What follows belongs to an exercise in optimizing a design on an open flow for small area; a production flow would make more cautious choices.
RTL that was checked went through simulation tests only; none was proved equivalent to the original.
Power and IR drop assume default switching activity.

==> module axi_bridge, before the edit <==
module axi_bridge (
    input               axi_clk         ,
    input               axi_rst         ,
    input     [31:00]   axi_araddr      ,
    input     [02:00]   axi_arprot      ,
    output reg          axi_arready     ,
    input               axi_arvalid     ,
    output reg[31:00]   axi_rdata       ,
    input               axi_rready      ,
    output    [01:00]   axi_rresp       ,
    output reg          axi_rvalid      ,
    input     [31:00]   axi_awaddr      ,
    input     [02:00]   axi_awprot      ,
    output reg          axi_awready     ,
    input               axi_awvalid     ,
    input     [31:00]   axi_wdata       ,
    output reg          axi_wready      ,
    input     [03:00]   axi_wstrb       ,
    input               axi_wvalid      ,
    input               axi_bready      ,
    output    [01:00]   axi_bresp       ,
    output reg          axi_bvalid      ,
    output reg[31:00]   user_rd_data0   ,
    output reg[31:00]   user_rd_data1   ,
    output reg[31:00]   user_rd_data2   ,
    output reg[31:00]   user_rd_data3   ,
    output reg[31:00]   user_rd_data4   ,
    output reg[31:00]   user_rd_data5   ,
    output reg[31:00]   user_rd_data6   ,
    output reg[31:00]   user_rd_data7   ,
    input     [31:00]   user_wr_data0   ,
    input     [31:00]   user_wr_data1   ,
    input     [31:00]   user_wr_data2   ,
    input     [31:00]   user_wr_data3   ,
    input     [31:00]   user_wr_data4   ,
    input     [31:00]   user_wr_data5   ,
    input     [31:00]   user_wr_data6   ,
    input     [31:00]   user_wr_data7
);
    assign axi_rresp = 2'b00;
    assign axi_bresp = 2'b00;
    reg [255:0] smp_a, smp_b;
    always @(posedge axi_clk) begin
        smp_a <= {user_wr_data7, user_wr_data6, user_wr_data5, user_wr_data4,
                  user_wr_data3, user_wr_data2, user_wr_data1, user_wr_data0};
        smp_b <= smp_a;
    end
    reg  [2:0]  wa;       
    reg         wa_ok;    
    reg [31:0]  write_data;
    reg         write_evt;
    always @(posedge axi_clk or posedge axi_rst) begin
        if (axi_rst) begin
            axi_awready <= 1'b1;
            wa          <= 3'd0;
            wa_ok       <= 1'b1;
        end else begin
            axi_awready <= ~axi_awvalid;
            if (axi_awready && axi_awvalid && axi_awprot == 3'b000) begin
                wa    <= axi_awaddr[4:2];
                wa_ok <= (axi_awaddr[15:5] == 11'd0);
            end
        end
    end
    always @(posedge axi_clk or posedge axi_rst) begin
        if (axi_rst) begin
            axi_wready <= 1'b1;
            write_evt  <= 1'b0;
        end else begin
            axi_wready <= ~axi_wvalid;
            write_evt  <= axi_wready && axi_wvalid && axi_wstrb == 4'hF;
        end
    end
    always @(posedge axi_clk) begin
        if (axi_wready && axi_wvalid && axi_wstrb == 4'hF)
            write_data <= axi_wdata;
    end
    always @(posedge axi_clk or posedge axi_rst) begin
        if (axi_rst)
            axi_bvalid <= 1'b0;
        else if (write_evt)
            axi_bvalid <= 1'b1;
        else if (axi_bready && axi_bvalid)
            axi_bvalid <= 1'b0;
    end
    wire commit = axi_bvalid && axi_bready && wa_ok;
    reg         c0, c1, c2;       
    reg         v0, v1, v2;       
    reg  [2:0]  a0, a1, a2;
    reg [31:0]  e0, e1, e2;
    always @(posedge axi_clk or posedge axi_rst) begin
        if (axi_rst) c0 <= 1'b1;
        else         c0 <= 1'b0;
    end
    always @(posedge axi_clk) begin
        v0 <= commit;
        a0 <= wa;
        e0 <= write_data;
        c1 <= c0; v1 <= v0; a1 <= a0; e1 <= e0;
        c2 <= c1; v2 <= v1; a2 <= a1; e2 <= e1;
    end
    wire [31:0] e2m = c2 ? 32'd0 : e2;
    wire [7:0]  ld;
    genvar gk;
    generate
        for (gk = 0; gk < 8; gk = gk + 1) begin : g_ld
            assign ld[gk] = c2 || (v2 && a2 == gk);
        end
    endgenerate
    always @(posedge axi_clk) begin
        if (ld[0]) user_rd_data0 <= e2m;
        if (ld[1]) user_rd_data1 <= e2m;
        if (ld[2]) user_rd_data2 <= e2m;
        if (ld[3]) user_rd_data3 <= e2m;
        if (ld[4]) user_rd_data4 <= e2m;
        if (ld[5]) user_rd_data5 <= e2m;
        if (ld[6]) user_rd_data6 <= e2m;
        if (ld[7]) user_rd_data7 <= e2m;
    end
    wire [2:0] rw_w  = axi_araddr[4:2];
    wire       rd_hi = axi_araddr[5];
    wire       rd_ok = (axi_araddr[15:6] == 10'd0);
    wire       rd_lo = rd_ok && !rd_hi;
    wire       hit_c = commit && wa == rw_w;
    wire       hit_0 = v0 && a0 == rw_w;
    wire       hit_1 = v1 && a1 == rw_w;
    reg [31:0] smp_w;
    reg        q_b, q_e0, q_e1, q_e2;
    reg  [7:0] q_y;
    reg        rd_evt;
    always @(posedge axi_clk) begin
        smp_w <= smp_b[rw_w*32 +: 32];
        q_b   <= rd_ok && rd_hi;
        q_e0  <= rd_lo && hit_c;
        q_e1  <= rd_lo && !hit_c && !c0 && hit_0;
        q_e2  <= rd_lo && !hit_c && !c0 && !hit_0 && !c1 && hit_1;
        q_y   <= {8{rd_lo && !hit_c && !c0 && !hit_0 && !c1 && !hit_1}} & (8'd1 << rw_w);
    end
    wire [31:0] rd_val =
        ({32{q_b}}    & smp_w) |
        ({32{q_e0}}   & e0) |
        ({32{q_e1}}   & e1) |
        ({32{q_e2}}   & e2) |
        ({32{q_y[0]}} & user_rd_data0) |
        ({32{q_y[1]}} & user_rd_data1) |
        ({32{q_y[2]}} & user_rd_data2) |
        ({32{q_y[3]}} & user_rd_data3) |
        ({32{q_y[4]}} & user_rd_data4) |
        ({32{q_y[5]}} & user_rd_data5) |
        ({32{q_y[6]}} & user_rd_data6) |
        ({32{q_y[7]}} & user_rd_data7);
    always @(posedge axi_clk or posedge axi_rst) begin
        if (axi_rst) begin
            axi_arready <= 1'b1;
            rd_evt      <= 1'b0;
            axi_rvalid  <= 1'b0;
            axi_rdata   <= 32'd0;
        end else begin
            axi_arready <= ~axi_arvalid;
            rd_evt      <= axi_arready && axi_arvalid && axi_arprot == 3'b000;
            if (rd_evt)
                axi_rvalid <= 1'b1;
            else if (axi_rready && axi_rvalid)
                axi_rvalid <= 1'b0;
            if (rd_evt)
                axi_rdata <= rd_val;
        end
    end
endmodule
clock: 5.0 ns
lec_check: 0
cap_margin: 20
core_margin: 2
core_utilization: 40
place_density: 0.6
slew_margin: 20
standard.sh (not shown) runs the stock make flow with config.mk's settings and CLKGATE_MAP_FILE= SYNTH_SCRIPT=/design/flow/synth_recipe.tcl, a recipe that flattens the netlist after the stock synthesis.
==> flow/flow/run.sh <==
#!/bin/bash
# Standard layout, with the smallest buffer on the ports and a clock tree
# of larger sink clusters without dummy loads.
set -euo pipefail
export BUFFER_PORTS_ARGS="-buffer_cell sky130_fd_sc_hd__buf_1"
export CTS_ARGS="-sink_clustering_enable -repair_clock_nets -dont_use_dummy_load -sink_clustering_size 30 -sink_clustering_max_diameter 100"
bash standard.sh finish > flow_make.log 2>&1
==> next run, changes <==
--- a/flow/design.v
+++ b/flow/design.v
@@ -121,35 +121,33 @@
     wire [2:0] rw_w  = axi_araddr[4:2];
     wire       rd_hi = axi_araddr[5];
     wire       rd_ok = (axi_araddr[15:6] == 10'd0);
-    wire       rd_lo = rd_ok && !rd_hi;
-    wire       hit_c = commit && wa == rw_w;
-    wire       hit_0 = v0 && a0 == rw_w;
-    wire       hit_1 = v1 && a1 == rw_w;
-    reg [31:0] smp_w;
-    reg        q_b, q_e0, q_e1, q_e2;
-    reg  [7:0] q_y;
+    wire        rd_lo   = rd_ok && !rd_hi;
+    wire        hit_c   = commit && wa == rw_w;
+    wire        hit_0   = v0 && a0 == rw_w;
+    wire        hit_1   = v1 && a1 == rw_w;
+    wire        hit_2   = v2 && a2 == rw_w;
+    wire        sel_c   = rd_lo && hit_c;
+    wire        sel_0   = rd_lo && !hit_c && !c0 && hit_0;
+    wire        sel_1   = rd_lo && !hit_c && !c0 && !hit_0 && !c1 && hit_1;
+    wire        sel_2   = rd_lo && !hit_c && !c0 && !hit_0 && !c1 && !hit_1 && !c2 && hit_2;
+    wire        sel_y   = rd_lo && !hit_c && !c0 && !hit_0 && !c1 && !hit_1 && !c2 && !hit_2;
+    wire        sel_b   = rd_ok && rd_hi;
+    wire [255:0] ud_all = {user_rd_data7, user_rd_data6, user_rd_data5, user_rd_data4,
+                           user_rd_data3, user_rd_data2, user_rd_data1, user_rd_data0};
+    reg [31:0] rd_val;
+    integer k;
+    always @(*) begin
+        rd_val = ({32{sel_c}} & write_data) | ({32{sel_0}} & e0) |
+                 ({32{sel_1}} & e1) | ({32{sel_2}} & e2);
+        for (k = 0; k < 8; k = k + 1) begin
+            rd_val = rd_val | ({32{sel_y && rw_w == k}} & ud_all[k*32 +: 32])
+                            | ({32{sel_b && rw_w == k}} & smp_b[k*32 +: 32]);
+        end
+    end
     reg        rd_evt;
-    always @(posedge axi_clk) begin
-        smp_w <= smp_b[rw_w*32 +: 32];
-        q_b   <= rd_ok && rd_hi;
-        q_e0  <= rd_lo && hit_c;
-        q_e1  <= rd_lo && !hit_c && !c0 && hit_0;
-        q_e2  <= rd_lo && !hit_c && !c0 && !hit_0 && !c1 && hit_1;
-        q_y   <= {8{rd_lo && !hit_c && !c0 && !hit_0 && !c1 && !hit_1}} & (8'd1 << rw_w);
-    end
-    wire [31:0] rd_val =
-        ({32{q_b}}    & smp_w) |
-        ({32{q_e0}}   & e0) |
-        ({32{q_e1}}   & e1) |
-        ({32{q_e2}}   & e2) |
-        ({32{q_y[0]}} & user_rd_data0) |
-        ({32{q_y[1]}} & user_rd_data1) |
-        ({32{q_y[2]}} & user_rd_data2) |
-        ({32{q_y[3]}} & user_rd_data3) |
-        ({32{q_y[4]}} & user_rd_data4) |
-        ({32{q_y[5]}} & user_rd_data5) |
-        ({32{q_y[6]}} & user_rd_data6) |
-        ({32{q_y[7]}} & user_rd_data7);
+    reg [31:0] rd_next;
+    always @(posedge axi_clk)
+        rd_next <= rd_val;
     always @(posedge axi_clk or posedge axi_rst) begin
         if (axi_rst) begin
             axi_arready <= 1'b1;
@@ -164,7 +162,7 @@
             else if (axi_rready && axi_rvalid)
                 axi_rvalid <= 1'b0;
             if (rd_evt)
-                axi_rdata <= rd_val;
+                axi_rdata <= rd_next;
         end
     end
 endmodule
After rerunning: The changed run went through all stages and came out clean. Hold slack loses 52 ps. Clock-buffer cell count goes up by 2. Via count goes up by about 11%. Combinational power came out higher by 7.3%. Routed wire length rises by about 17%. Flip-flop and latch count decreases by 12.
No functional check of the RTL was part of the second run of this note.

what the ideal ports hide:
How much do the figures lean on ideal ports? The routed layouts below were timed once more, with nothing changed but the port constraints. Step 1 (the two cells are an assumption about what drives the block):
set clk [get_ports {axi_clk}]
set_driving_cell -lib_cell sky130_fd_sc_hd__clkbuf_16 $clk
set_driving_cell -lib_cell sky130_fd_sc_hd__buf_2 [delete_from_list [all_inputs] $clk]
Step 2 adds t to the input delays and takes it off the output delays; t is the mean of the earliest and latest rising clock arrival at the registers after step 1. Input paths then give back, and output paths get back, about the clock's delay inside the block. Slacks: ideal ports / drivers / drivers and shift; pairs: ideal ports / drivers.
| run | t, ns | setup WS [ns] | worst hold slack (ns) |
|---|---|---|---|
| the first run | 0.630 | 2.580 / 2.614 / 1.984 | 0.286 / 0.286 / 0.286 |
| the second run | 0.645 | 1.308 / 1.338 / 0.693 | 0.234 / 0.194 / 0.292 |
After both steps every run listed still meets setup and hold. The setup slack of the second run, which loses most, moves by +0.030 ns with the drivers and by -0.615 ns with both steps.
